Background: an optimization exercise with open tools, aiming at small area, a short achievable clock period and few clock cycles. Do not read the settings as production practice.
Only simulation tests tie the RTL to the original design; equivalence was not proved.
Power and IR drop assume default switching activity.

==> flow/design.v (excerpt) <==
module filter (
	input wire clk,
	input wire rst_n,
	input wire fc_valid,
	input wire [7:0] working_pixel,
	input signed [7:0] fc,
	input wire start,
	output reg [7:0] out_pixel,
	output reg out_valid,
	output wire [15:0] addr,
	output wire wen,
	output wire en,
	output wire [7:0] d
);
For scale: ~1,800 cells after synthesis, ~380 flip-flops, ~55 I/O pins.
Settings: LEC_CHECK=0, ABC_CLOCK_PERIOD_IN_PS=3000, CAP_MARGIN=20, CORE_MARGIN=2, CORE_UTILIZATION=60, PLACE_DENSITY=0.7, SLEW_MARGIN=20, SYNTH_HIERARCHICAL=1, SYNTH_MINIMUM_KEEP_SIZE=0; clock period 10.0 ns.
standard.sh (not shown) runs the stock make flow with config.mk's settings and CLKGATE_MAP_FILE= SYNTH_SCRIPT=/design/flow/synth_recipe.tcl, a recipe that flattens the netlist after the stock synthesis.
==> flow/flow/run.sh <==
#!/bin/bash
# The standard layout (standard.sh), with timing repair asked to leave 6.8 ns of
# setup slack at the design's clock period, and larger clock-tree clusters.
set -euo pipefail
bash standard.sh SETUP_SLACK_MARGIN=6.8 \
  "CTS_ARGS=-sink_clustering_enable -repair_clock_nets -sink_clustering_size 25 -sink_clustering_max_diameter 100 -sink_buffer_max_cap_derate 1.0 -buf_list sky130_fd_sc_hd__clkbuf_16" \
  finish > flow_make.log 2>&1
Testbench counts at the start, summed over its fixed seeds: cycles 1,981,686.
==> next run, changes <==
--- a/flow/flow/run.sh
+++ b/flow/flow/run.sh
@@ -2 +2 @@
-# The standard layout (standard.sh), with timing repair asked to leave 6.8 ns of
+# The standard layout (standard.sh), with timing repair asked to leave 6.6 ns of
@@ -5 +5 @@
-bash standard.sh SETUP_SLACK_MARGIN=6.8 \
+bash standard.sh SETUP_SLACK_MARGIN=6.6 \
Effect:
- final cell count is lower by 0.32%
- routed wire length came out higher by 0.49%
- clock skew is about the same
- critical path depth rises by 5
- first-iteration DRC count came out lower by 1.8%
- final area falls by 0.57%

## JK
filter again, from the RTL that the note above started with.
export LEC_CHECK = 0
export ABC_CLOCK_PERIOD_IN_PS = 3000
export CAP_MARGIN = 20
export CORE_MARGIN = 2
export CORE_UTILIZATION = 60
export PLACE_DENSITY = 0.7
export SLEW_MARGIN = 20
export SYNTH_HIERARCHICAL = 1
export SYNTH_MINIMUM_KEEP_SIZE = 0
create_clock -name core_clock -period 10.0 [get_ports {clk}]
==> flow/flow/run.sh <==
#!/bin/bash
# The standard layout (standard.sh), with timing repair asked to leave 7 ns of
# setup slack at the design's clock period, and larger clock-tree clusters.
set -euo pipefail
bash standard.sh SETUP_SLACK_MARGIN=7 \
  "CTS_ARGS=-sink_clustering_enable -repair_clock_nets -sink_clustering_size 25 -sink_clustering_max_diameter 100 -sink_buffer_max_cap_derate 1.0 -buf_list sky130_fd_sc_hd__clkbuf_16" \
  finish > flow_make.log 2>&1
Testbench counts of JK, summed over its fixed seeds: cycles 1,981,686.
[inputs] MS vs JK
Settings: PLACE_DENSITY now 0.8, was 0.7; CORE_UTILIZATION now 70, was 60.
--- a/flow/flow/run.sh
+++ b/flow/flow/run.sh
@@ -2 +2 @@
-# The standard layout (standard.sh), with timing repair asked to leave 7 ns of
+# The standard layout (standard.sh), with timing repair asked to leave 6.9 ns of
@@ -5 +5 @@
-bash standard.sh SETUP_SLACK_MARGIN=7 \
+bash standard.sh SETUP_SLACK_MARGIN=6.9 \
Results
Sort MS and JK by share of total power in sequential cells asc -> top: MS. Cell area | MS vs JK | MS smaller. | combinational fraction of design power | JK vs MS | ≈ equal |. Of MS and JK, the run reporting the higher share of post-route cells with drive strength above 1 was JK. MS against JK: achievable frequency has decreased; maximum fanout along the worst path has decreased; non-clock buffer count has decreased; number of hold buffers added after CTS has remained practically unchanged; signed area change from the synthesized netlist to the final layout has decreased.
> inputs changed (MS -> AL)
Settings: CORE_UTILIZATION now 60, was 70; PLACE_DENSITY now 0.7, was 0.8.
--- outcome ---
AL: area share of buffers outside the clock network is 0.19 points lower than what MS reported.
MS -> AL: total number of vias decreased slightly
Looking at achievable clock frequency, AL sits about 0.4% above MS.

==> separate check: timing with driven ports <==
The results above use ideal ports. As a check the final layouts listed here were re-extracted and re-timed, cells and wires unchanged. Step 1, drivers: a clkbuf_16 drives clk and a buf_2 each remaining input, both assumed. Step 2 adds t to the input delays and takes it off the output delays; t is the mean of the earliest and latest rising clock arrival at the registers after step 1. Input paths then give back, and output paths get back, about the clock's delay inside the block. a / b / c = ideal / step 1 / step 2; a / b = the first two.
run	t (ns)	slack for setup (ns)	worst setup path at the end	clock arrival spread, ns	pins driven straight from the clock port
the first run of note 1	0.581	6.839 / 6.784 / 6.286	input to register	0.021 / 0.021	1
the second run of note 1	0.577	6.706 / 6.706 / 6.176	input to register	0.019 / 0.019	1
JK	0.577	6.993 / 6.950 / 6.483	input to register	0.027 / 0.027	1
MS	0.572	6.924 / 6.874 / 6.431	input to register	0.027 / 0.027	1
AL	0.577	6.936 / 6.885 / 6.446	input to register	0.016 / 0.017	1
After both steps setup and hold are still met in every run listed. The setup slack of the first run of note 1, which loses most, moves by -0.055 ns with the drivers and by -0.553 ns with both steps.
